Context: an optimization exercise on an open-source flow, tuned for small area and a short achievable clock period. The choices shown serve that exercise and are no tape-out recipe. RTL that was checked went through simulation tests only; none was proved equivalent to the original.

==> inputs of job 6669 <==
// StepperPositionController
module StepperPositionController (
    input clk,
    input reset,
    input write,
    input [4:0] address,
    input signed [31:0] writedata,
    input read,
    output signed [31:0] readdata,
    output step,
    output dir,
    input A,
    input B,
    input I,
    output reg enable,
    output reg [1:0] MS,
    input endswitch
  );
==> flow/config.mk <==
export PLATFORM = sky130hd
export DESIGN_NAME = StepperPositionController
export DESIGN_NICKNAME = StepperPositionController
export VERILOG_FILES = /design/flow/design.v
export SDC_FILE = /design/flow/constraint.sdc
export NUM_CORES = 4
export LEC_CHECK = 0
export ABC_AREA = 1
export CAP_MARGIN = 0
export CORE_MARGIN = 2
export CORE_UTILIZATION = 40
export CTS_BUF_LIST = sky130_fd_sc_hd__clkbuf_8
export CTS_CLUSTER_SIZE = 30
export SLEW_MARGIN = 0
==> flow/constraint.sdc <==
create_clock -name core_clock -period 100.0 [get_ports {clk}]
set_input_delay 20.0000 -clock core_clock [delete_from_list [all_inputs] [get_ports {clk}]]
set_output_delay 20.0000 -clock core_clock [all_outputs]
set_load 0.01 [all_outputs]
run.sh (not shown) runs the stock make flow with config.mk's settings and CLKGATE_MAP_FILE= SYNTH_SCRIPT=/design/flow/synth_recipe.tcl, a recipe that flattens the netlist after the stock synthesis.
==> inputs of job 8399, as changes to job 6669 <==
--- a/flow/config.mk
+++ b/flow/config.mk
@@ -8,7 +8,6 @@
 export ABC_AREA = 1
-export CAP_MARGIN = 0
+export CAP_MARGIN = 20
 export CORE_MARGIN = 2
 export CORE_UTILIZATION = 40
-export CTS_BUF_LIST = sky130_fd_sc_hd__clkbuf_8
-export CTS_CLUSTER_SIZE = 30
-export SLEW_MARGIN = 0
+export CTS_BUF_LIST = sky130_fd_sc_hd__clkbuf_4
+export SLEW_MARGIN = 20
==> summary.txt <==
Job 8399 completed without violations. Job 6669 ran to the end with no violations. In non-clock buffer count, job 6669 and job 8399 do not differ. Between job 6669 and job 8399, the lower register-to-register slack is in job 6669 (gap 50 ps). Against job 6669, the critical path depth of job 8399 is lower by 1. Of job 6669 and job 8399, job 8399 has the higher global-route usage (gap 0.17 points). Between job 6669 and job 8399, the lower worst setup slack is in job 6669 (gap 190 ps).
==> figures <==
Status: job 6669 timing/DRC/antenna clean; job 8399 timing/DRC/antenna clean
Detail-routed via count per cell: job 6669 5.78; job 8399 5.75
Worst hold margin: job 6669 352 ps; job 8399 358 ps
Via count of the first global-routing pass: job 6669 50400; job 8399 51000
Number of vias in the routed layout: job 6669 50100; job 8399 50500
Antenna Cells: job 6669 3; job 8399 5
Finished Cell Area: job 6669 64300 um^2; job 8399 64500 um^2
Tightest slew margin relative to the limit: job 6669 14.5%; job 8399 23.9%
Clk cell area share: job 6669 3.20%; job 8399 3.37%
TritonCTS buffer count: job 6669 105; job 8399 166
Max Freq: job 6669 0.0228 GHz; job 8399 0.0229 GHz
Post-route minimum period: job 6669 43920 ps; job 8399 43730 ps
Buf/Inv on CP: job 6669 6; job 8399 7
Fraction of area in multi-input gates: job 6669 57.5%; job 8399 57.4%
No run of this note included a check of the RTL's function; only the layout flow was run.

---

==> inputs of run a <==
Another version of the RTL of StepperPositionController (not shown whole).
// StepperPositionController
module StepperPositionController (
    input clk,
    input reset,
    input write,
    input [4:0] address,
    input signed [31:0] writedata,
    input read,
    output signed [31:0] readdata,
    output step,
    output dir,
    input A,
    input B,
    input I,
    output reg enable,
    output reg [1:0] MS,
    input endswitch
  );
  parameter CLOCK_FREQ_HZ = 50_000_000;    
  localparam [24:0] HALF = CLOCK_FREQ_HZ / 2;
  reg [31:0] setpoint, Kp, Ki, deadband, integralMax, outputMax, pos_offset;
  reg [31:0] ramp_up_limit, ramp_up_threshold;
  reg [31:0] count, position, error, iterm, term_sum;
  reg res_nz;
  reg [31:0] result_freq;
  reg sf_act, sf_big;
  reg [24:0] Dsf;
  reg [31:0] R;
  reg Dr0;              
  reg [24:1] Dr_hi;
  wire [24:0] Dr = {Dr_hi, Dr0};
  reg slow_clk;
  reg [15:0] ms_lfsr;    
  reg [31:0] ticks_per_millisecond, pos_prev_n;    
  wire [31:0] g_a1;
  wire [0:0] g_k2;
  wire [31:0] position_next;
  wire [31:0] g_a3;
  wire [0:0] g_k4;
  wire [31:0] E;
  wire [31:0] g_a5;
  wire [0:0] g_k6;
  wire [31:0] count_next;
  wire [31:0] ppi0;
  wire [29:0] ppi1;
  wire [27:0] ppi2;
  wire [25:0] ppi3;
  wire [23:0] ppi4;
  wire [21:0] ppi5;
  wire [19:0] ppi6;
  wire [17:0] ppi7;
  wire [15:0] ppi8;
  wire [13:0] ppi9;
  wire [11:0] ppi10;
  wire [9:0] ppi11;
  wire [7:0] ppi12;
  wire [5:0] ppi13;
  wire [3:0] ppi14;
  wire [1:0] ppi15;
  wire [19:0] g_s7;
  wire [19:0] g_c8;
  wire [9:0] g_s9;
  wire [9:0] g_c10;
  wire [51:0] g_s11;
  wire [51:0] g_c12;
  wire [7:0] g_s13;
  wire [7:0] g_c14;
  wire [59:0] g_s15;
  wire [59:0] g_c16;
  wire [5:0] g_s17;
  wire [5:0] g_c18;
  wire [49:0] g_s19;
  wire [49:0] g_c20;
  wire [3:0] g_s21;
  wire [3:0] g_c22;
  wire [27:0] g_s23;
  wire [27:0] g_c24;
  ...
Settings: LEC_CHECK=0, ABC_AREA=1, CAP_MARGIN=20, CORE_MARGIN=2, CORE_UTILIZATION=40, CTS_BUF_LIST=sky130_fd_sc_hd__clkbuf_8, SLEW_MARGIN=20, SYNTH_HIERARCHICAL=1; clock period 100.0 ns.
standard.sh (not shown) runs the stock make flow with config.mk's settings and CLKGATE_MAP_FILE= SYNTH_SCRIPT=/design/flow/synth_recipe.tcl, a recipe that flattens the netlist after the stock synthesis.
==> flow/flow/run.sh <==
#!/bin/bash
# The standard layout (standard.sh), with two changes passed to ORFS:
#  - the clock tree uses sky130_fd_sc_hd__clkbuf_8 cells on sink clusters of at
#    most 14 flip-flops within 70 um, without the dummy loads CTS otherwise adds
#    for balancing;
#  - the port buffers are sky130_fd_sc_hd__buf_2 cells.
# Each tool's output goes to the ORFS logs under orfs/logs; standard.sh's own
# output to standard.log.
set -o pipefail
export CTS_ARGS="-sink_clustering_enable -repair_clock_nets -dont_use_dummy_load -buf_list sky130_fd_sc_hd__clkbuf_8 -sink_clustering_size 14 -sink_clustering_max_diameter 70"
export BUFFER_PORTS_ARGS="-buffer_cell sky130_fd_sc_hd__buf_2"
bash standard.sh > standard.log 2>&1
==> run b (differences from run a) <==
--- a/flow/design.v
+++ b/flow/design.v
@@ -1258,51 +1258,42 @@
     end else if (ms_lfsr == 16'hBD88) begin
       ms_lfsr <= 16'h0001;
       ticks_per_millisecond <= ticks_n;
       pos_prev_n <= position_n;
     end else begin
       ms_lfsr <= {ms_lfsr[14:0], ms_lfsr[15] ^ ms_lfsr[14] ^ ms_lfsr[12] ^ ms_lfsr[3]};
     end
   end
-  wire [19:0] rsel0, rsel1, rsel2, rsel3;
-  sp_rddec rdec0 (.address(address), .sel(rsel0));
-  sp_rddec rdec1 (.address(address), .sel(rsel1));
-  sp_rddec rdec2 (.address(address), .sel(rsel2));
-  sp_rddec rdec3 (.address(address), .sel(rsel3));
-  wire [31:0] rd_src [0:19];
-  assign rd_src[0] = setpoint;
-  assign rd_src[1] = Kp;
-  assign rd_src[2] = Ki;
-  assign rd_src[3] = deadband;
-  assign rd_src[4] = integralMax;
-  assign rd_src[5] = outputMax;
-  assign rd_src[6] = error;
-  assign rd_src[7] = position;
-  assign rd_src[8] = pterm;
-  assign rd_src[9] = iterm;
-  assign rd_src[10] = term_sum;
-  assign rd_src[11] = result;
-  assign rd_src[12] = pos_offset;
-  assign rd_src[13] = {31'd0, endswitch};
-  assign rd_src[14] = ticks_per_millisecond;
-  assign rd_src[15] = {31'd0, enable};
-  assign rd_src[16] = {30'd0, MS};
-  assign rd_src[17] = result_freq;
-  assign rd_src[18] = ramp_up_limit;
-  assign rd_src[19] = ramp_up_threshold;
-  wire [31:0] rd;
-  assign rd[7:0] =
-    ((((((rd_src[0][7:0] & {8{rsel0[0]}}) | (rd_src[1][7:0] & {8{rsel0[1]}})) | ((rd_src[2][7:0] & {8{rsel0[2]}}) | (rd_src[3][7:0] & {8{rsel0[3]}}))) | (((rd_src[4][7:0] & {8{rsel0[4]}}) | (rd_src[5][7:0] & {8{rsel0[5]}})) | ((rd_src[6][7:0] & {8{rsel0[6]}}) | (rd_src[7][7:0] & {8{rsel0[7]}})))) | ((((rd_src[8][7:0] & {8{rsel0[8]}}) | (rd_src[9][7:0] & {8{rsel0[9]}})) | ((rd_src[10][7:0] & {8{rsel0[10]}}) | (rd_src[11][7:0] & {8{rsel0[11]}}))) | (((rd_src[12][7:0] & {8{rsel0[12]}}) | (rd_src[13][7:0] & {8{rsel0[13]}})) | ((rd_src[14][7:0] & {8{rsel0[14]}}) | (rd_src[15][7:0] & {8{rsel0[15]}}))))) | (((rd_src[16][7:0] & {8{rsel0[16]}}) | (rd_src[17][7:0] & {8{rsel0[17]}})) | ((rd_src[18][7:0] & {8{rsel0[18]}}) | (rd_src[19][7:0] & {8{rsel0[19]}}))));
-  assign rd[15:8] =
-    ((((((rd_src[0][15:8] & {8{rsel1[0]}}) | (rd_src[1][15:8] & {8{rsel1[1]}})) | ((rd_src[2][15:8] & {8{rsel1[2]}}) | (rd_src[3][15:8] & {8{rsel1[3]}}))) | (((rd_src[4][15:8] & {8{rsel1[4]}}) | (rd_src[5][15:8] & {8{rsel1[5]}})) | ((rd_src[6][15:8] & {8{rsel1[6]}}) | (rd_src[7][15:8] & {8{rsel1[7]}})))) | ((((rd_src[8][15:8] & {8{rsel1[8]}}) | (rd_src[9][15:8] & {8{rsel1[9]}})) | ((rd_src[10][15:8] & {8{rsel1[10]}}) | (rd_src[11][15:8] & {8{rsel1[11]}}))) | (((rd_src[12][15:8] & {8{rsel1[12]}}) | (rd_src[13][15:8] & {8{rsel1[13]}})) | ((rd_src[14][15:8] & {8{rsel1[14]}}) | (rd_src[15][15:8] & {8{rsel1[15]}}))))) | (((rd_src[16][15:8] & {8{rsel1[16]}}) | (rd_src[17][15:8] & {8{rsel1[17]}})) | ((rd_src[18][15:8] & {8{rsel1[18]}}) | (rd_src[19][15:8] & {8{rsel1[19]}}))));
-  assign rd[23:16] =
-    ((((((rd_src[0][23:16] & {8{rsel2[0]}}) | (rd_src[1][23:16] & {8{rsel2[1]}})) | ((rd_src[2][23:16] & {8{rsel2[2]}}) | (rd_src[3][23:16] & {8{rsel2[3]}}))) | (((rd_src[4][23:16] & {8{rsel2[4]}}) | (rd_src[5][23:16] & {8{rsel2[5]}})) | ((rd_src[6][23:16] & {8{rsel2[6]}}) | (rd_src[7][23:16] & {8{rsel2[7]}})))) | ((((rd_src[8][23:16] & {8{rsel2[8]}}) | (rd_src[9][23:16] & {8{rsel2[9]}})) | ((rd_src[10][23:16] & {8{rsel2[10]}}) | (rd_src[11][23:16] & {8{rsel2[11]}}))) | (((rd_src[12][23:16] & {8{rsel2[12]}}) | (rd_src[13][23:16] & {8{rsel2[13]}})) | ((rd_src[14][23:16] & {8{rsel2[14]}}) | (rd_src[15][23:16] & {8{rsel2[15]}}))))) | (((rd_src[16][23:16] & {8{rsel2[16]}}) | (rd_src[17][23:16] & {8{rsel2[17]}})) | ((rd_src[18][23:16] & {8{rsel2[18]}}) | (rd_src[19][23:16] & {8{rsel2[19]}}))));
-  assign rd[31:24] =
-    ((((((rd_src[0][31:24] & {8{rsel3[0]}}) | (rd_src[1][31:24] & {8{rsel3[1]}})) | ((rd_src[2][31:24] & {8{rsel3[2]}}) | (rd_src[3][31:24] & {8{rsel3[3]}}))) | (((rd_src[4][31:24] & {8{rsel3[4]}}) | (rd_src[5][31:24] & {8{rsel3[5]}})) | ((rd_src[6][31:24] & {8{rsel3[6]}}) | (rd_src[7][31:24] & {8{rsel3[7]}})))) | ((((rd_src[8][31:24] & {8{rsel3[8]}}) | (rd_src[9][31:24] & {8{rsel3[9]}})) | ((rd_src[10][31:24] & {8{rsel3[10]}}) | (rd_src[11][31:24] & {8{rsel3[11]}}))) | (((rd_src[12][31:24] & {8{rsel3[12]}}) | (rd_src[13][31:24] & {8{rsel3[13]}})) | ((rd_src[14][31:24] & {8{rsel3[14]}}) | (rd_src[15][31:24] & {8{rsel3[15]}}))))) | (((rd_src[16][31:24] & {8{rsel3[16]}}) | (rd_src[17][31:24] & {8{rsel3[17]}})) | ((rd_src[18][31:24] & {8{rsel3[18]}}) | (rd_src[19][31:24] & {8{rsel3[19]}}))));
+  reg [31:0] rd;
+  always @(*) begin
+    case (address)
+      5'h0: rd = setpoint;
+      5'h1: rd = Kp;
+      5'h2: rd = Ki;
+      5'h3: rd = deadband;
+      5'h4: rd = integralMax;
+      5'h5: rd = outputMax;
+      5'h6: rd = error;
+      5'h7: rd = position;
+      5'h8: rd = pterm;
+      5'h9: rd = iterm;
+      5'hA: rd = term_sum;
+      5'hB: rd = result;
+      5'hC: rd = pos_offset;
+      5'hD: rd = {31'd0, endswitch};
+      5'hE: rd = ticks_per_millisecond;
+      5'hF: rd = {31'd0, enable};
+      5'h10: rd = {30'd0, MS};
+      5'h11: rd = result_freq;
+      5'h12: rd = ramp_up_limit;
+      5'h13: rd = ramp_up_threshold;
+      default: rd = 32'd0;
+    endcase
+  end
   assign readdata = rd;
 endmodule
 module sp_csa #(parameter N = 1) (
     input [N-1:0] a,
     input [N-1:0] b,
     input [N-1:0] c,
     output [N-1:0] s,
     output [N-1:0] co
@@ -1374,19 +1365,8 @@
       end else begin : next
         assign gin = bit_[i-1].gout;
       end
       wire gout = (a[i] ^ b[i]) ? a[i] : gin;
     end
   endgenerate
   assign gt = bit_[N-1].gout;
 endmodule
-module sp_rddec (
-    input [4:0] address,
-    output [19:0] sel
-  );
-  genvar k;
-  generate
-    for (k = 0; k < 20; k = k + 1) begin : dec
-      assign sel[k] = address == k;
-    end
-  endgenerate
-endmodule
==> flow/flow/run.sh (replaced) <==
#!/bin/bash
# The standard layout (standard.sh), with two changes passed to ORFS:
#  - the clock tree uses sky130_fd_sc_hd__clkbuf_8 cells on sink clusters of at
#    most 14 flip-flops within 70 um, without the dummy loads CTS otherwise adds
#    for balancing;
#  - the port buffers are sky130_fd_sc_hd__buf_4 cells.
# Each tool's output goes to the ORFS logs under orfs/logs; standard.sh's own
# output to standard.log.
set -o pipefail
export CTS_ARGS="-sink_clustering_enable -repair_clock_nets -dont_use_dummy_load -buf_list sky130_fd_sc_hd__clkbuf_8 -sink_clustering_size 14 -sink_clustering_max_diameter 70"
export BUFFER_PORTS_ARGS="-buffer_cell sky130_fd_sc_hd__buf_4"
bash standard.sh > standard.log 2>&1
==> run c (differences from run a) <==
--- a/flow/design.v
+++ b/flow/design.v
@@ -1284,25 +1284,27 @@
   assign rd_src[12] = pos_offset;
   assign rd_src[13] = {31'd0, endswitch};
   assign rd_src[14] = ticks_per_millisecond;
   assign rd_src[15] = {31'd0, enable};
   assign rd_src[16] = {30'd0, MS};
   assign rd_src[17] = result_freq;
   assign rd_src[18] = ramp_up_limit;
   assign rd_src[19] = ramp_up_threshold;
-  wire [31:0] rd;
-  assign rd[7:0] =
-    ((((((rd_src[0][7:0] & {8{rsel0[0]}}) | (rd_src[1][7:0] & {8{rsel0[1]}})) | ((rd_src[2][7:0] & {8{rsel0[2]}}) | (rd_src[3][7:0] & {8{rsel0[3]}}))) | (((rd_src[4][7:0] & {8{rsel0[4]}}) | (rd_src[5][7:0] & {8{rsel0[5]}})) | ((rd_src[6][7:0] & {8{rsel0[6]}}) | (rd_src[7][7:0] & {8{rsel0[7]}})))) | ((((rd_src[8][7:0] & {8{rsel0[8]}}) | (rd_src[9][7:0] & {8{rsel0[9]}})) | ((rd_src[10][7:0] & {8{rsel0[10]}}) | (rd_src[11][7:0] & {8{rsel0[11]}}))) | (((rd_src[12][7:0] & {8{rsel0[12]}}) | (rd_src[13][7:0] & {8{rsel0[13]}})) | ((rd_src[14][7:0] & {8{rsel0[14]}}) | (rd_src[15][7:0] & {8{rsel0[15]}}))))) | (((rd_src[16][7:0] & {8{rsel0[16]}}) | (rd_src[17][7:0] & {8{rsel0[17]}})) | ((rd_src[18][7:0] & {8{rsel0[18]}}) | (rd_src[19][7:0] & {8{rsel0[19]}}))));
-  assign rd[15:8] =
-    ((((((rd_src[0][15:8] & {8{rsel1[0]}}) | (rd_src[1][15:8] & {8{rsel1[1]}})) | ((rd_src[2][15:8] & {8{rsel1[2]}}) | (rd_src[3][15:8] & {8{rsel1[3]}}))) | (((rd_src[4][15:8] & {8{rsel1[4]}}) | (rd_src[5][15:8] & {8{rsel1[5]}})) | ((rd_src[6][15:8] & {8{rsel1[6]}}) | (rd_src[7][15:8] & {8{rsel1[7]}})))) | ((((rd_src[8][15:8] & {8{rsel1[8]}}) | (rd_src[9][15:8] & {8{rsel1[9]}})) | ((rd_src[10][15:8] & {8{rsel1[10]}}) | (rd_src[11][15:8] & {8{rsel1[11]}}))) | (((rd_src[12][15:8] & {8{rsel1[12]}}) | (rd_src[13][15:8] & {8{rsel1[13]}})) | ((rd_src[14][15:8] & {8{rsel1[14]}}) | (rd_src[15][15:8] & {8{rsel1[15]}}))))) | (((rd_src[16][15:8] & {8{rsel1[16]}}) | (rd_src[17][15:8] & {8{rsel1[17]}})) | ((rd_src[18][15:8] & {8{rsel1[18]}}) | (rd_src[19][15:8] & {8{rsel1[19]}}))));
-  assign rd[23:16] =
-    ((((((rd_src[0][23:16] & {8{rsel2[0]}}) | (rd_src[1][23:16] & {8{rsel2[1]}})) | ((rd_src[2][23:16] & {8{rsel2[2]}}) | (rd_src[3][23:16] & {8{rsel2[3]}}))) | (((rd_src[4][23:16] & {8{rsel2[4]}}) | (rd_src[5][23:16] & {8{rsel2[5]}})) | ((rd_src[6][23:16] & {8{rsel2[6]}}) | (rd_src[7][23:16] & {8{rsel2[7]}})))) | ((((rd_src[8][23:16] & {8{rsel2[8]}}) | (rd_src[9][23:16] & {8{rsel2[9]}})) | ((rd_src[10][23:16] & {8{rsel2[10]}}) | (rd_src[11][23:16] & {8{rsel2[11]}}))) | (((rd_src[12][23:16] & {8{rsel2[12]}}) | (rd_src[13][23:16] & {8{rsel2[13]}})) | ((rd_src[14][23:16] & {8{rsel2[14]}}) | (rd_src[15][23:16] & {8{rsel2[15]}}))))) | (((rd_src[16][23:16] & {8{rsel2[16]}}) | (rd_src[17][23:16] & {8{rsel2[17]}})) | ((rd_src[18][23:16] & {8{rsel2[18]}}) | (rd_src[19][23:16] & {8{rsel2[19]}}))));
-  assign rd[31:24] =
-    ((((((rd_src[0][31:24] & {8{rsel3[0]}}) | (rd_src[1][31:24] & {8{rsel3[1]}})) | ((rd_src[2][31:24] & {8{rsel3[2]}}) | (rd_src[3][31:24] & {8{rsel3[3]}}))) | (((rd_src[4][31:24] & {8{rsel3[4]}}) | (rd_src[5][31:24] & {8{rsel3[5]}})) | ((rd_src[6][31:24] & {8{rsel3[6]}}) | (rd_src[7][31:24] & {8{rsel3[7]}})))) | ((((rd_src[8][31:24] & {8{rsel3[8]}}) | (rd_src[9][31:24] & {8{rsel3[9]}})) | ((rd_src[10][31:24] & {8{rsel3[10]}}) | (rd_src[11][31:24] & {8{rsel3[11]}}))) | (((rd_src[12][31:24] & {8{rsel3[12]}}) | (rd_src[13][31:24] & {8{rsel3[13]}})) | ((rd_src[14][31:24] & {8{rsel3[14]}}) | (rd_src[15][31:24] & {8{rsel3[15]}}))))) | (((rd_src[16][31:24] & {8{rsel3[16]}}) | (rd_src[17][31:24] & {8{rsel3[17]}})) | ((rd_src[18][31:24] & {8{rsel3[18]}}) | (rd_src[19][31:24] & {8{rsel3[19]}}))));
+  reg [31:0] rd;
+  integer rk;
+  always @(*) begin
+    rd = 32'd0;
+    for (rk = 0; rk < 20; rk = rk + 1) begin
+      rd[7:0] = rd[7:0] | (rd_src[rk][7:0] & {8{rsel0[rk]}});
+      rd[15:8] = rd[15:8] | (rd_src[rk][15:8] & {8{rsel1[rk]}});
+      rd[23:16] = rd[23:16] | (rd_src[rk][23:16] & {8{rsel2[rk]}});
+      rd[31:24] = rd[31:24] | (rd_src[rk][31:24] & {8{rsel3[rk]}});
+    end
+  end
   assign readdata = rd;
 endmodule
 module sp_csa #(parameter N = 1) (
     input [N-1:0] a,
     input [N-1:0] b,
     input [N-1:0] c,
     output [N-1:0] s,
     output [N-1:0] co
==> qor summary <==
item                                                                                                     run c        run a                   run b
Global-route wire length before repair                                                              305,000 um   325,000 um              306,000 um
Global Route Usage Sum                                                                                   0.259        0.285                   0.266
Transition time at the pin with the least slew margin                                                  1.19 ns      1.22 ns                 1.21 ns
Capture point of the critical path                                                                 readdata[6]  readdata[2]            readdata[16]
N_diodes                                                                                                     2            4                       2
Result of the run                                                                     timing/DRC/antenna clean  timing/DRC/antenna clean  timing/DRC/antenna clean
Via-to-Cell Ratio                                                                                         5.85         5.97                    5.88
Most used cell along the critical path                                               sky130_fd_sc_hd__a221oi_1            -  sky130_fd_sc_hd__buf_4
Data arrival time of the worst path                                                                   23.15 ns     22.99 ns                22.90 ns
Clock transition time at the flip-flop clock pins of the worst setup and hold paths                    0.10 ns      0.09 ns                 0.08 ns
Effective utilization at floorplan                                                                       0.403        0.404                   0.403
Worst setup slack for register-to-register paths                                                      66.36 ns     66.82 ns                66.37 ns
Number of cells in the finished layout apart from fillers                                                8,384        8,284                   8,141
TritonCTS buffer count                                                                                      54           59                      53
Final critical-path required period                                                                   43.15 ns     42.99 ns                42.90 ns
Combined buffer and inverter count along the critical path                                                   4            5                       7
Remaining max-slew budget at the tightest pin                                                            0.208        0.184                   0.194
Post-route clock skew                                                                                0.0694 ns     0.122 ns               0.0499 ns
Sequential share of cell area                                                                            0.264        0.266                   0.266
Metal1 wirelength                                                                                    80,800 um    88,600 um               84,600 um
No functional check of the RTL was part of run a and run c.

[afterwards: timing with drivers on the ports]
The results above use ideal ports. As a check the final layouts listed here were re-extracted and re-timed, cells and wires unchanged. Step 1 assumes that a clkbuf_16 drives the clock port and a buf_2 every other input. Step 2 times the ports against the registers' clock, not the clock port: input delays grow and output delays shrink by t, the midpoint of the rising clock arrivals with the driver on. Slacks: no drivers / after step 1 / after step 2; pairs: no drivers / after step 1.
run | t (ns) | setup slack, ns | worst register clock-pin slew, ns | cell pins on the clock port's net
job 6669 | 0.843 | 56.078 / 56.046 / 56.046 | 0.08 / 0.08 | 1
job 8399 | 1.136 | 56.269 / 56.229 / 56.229 | 0.09 / 0.09 | 1
run a | 0.814 | 57.007 / 56.948 / 56.948 | 0.11 / 0.11 | 1
run b | 0.768 | 57.098 / 57.026 / 57.026 | 0.11 / 0.11 | 1
run c | 0.778 | 56.846 / 56.816 / 56.816 | 0.11 / 0.11 | 1
After both steps setup and hold are still met in every run listed. The setup slack of run b, which loses most, moves by -0.072 ns with the drivers and by -0.072 ns with both steps.
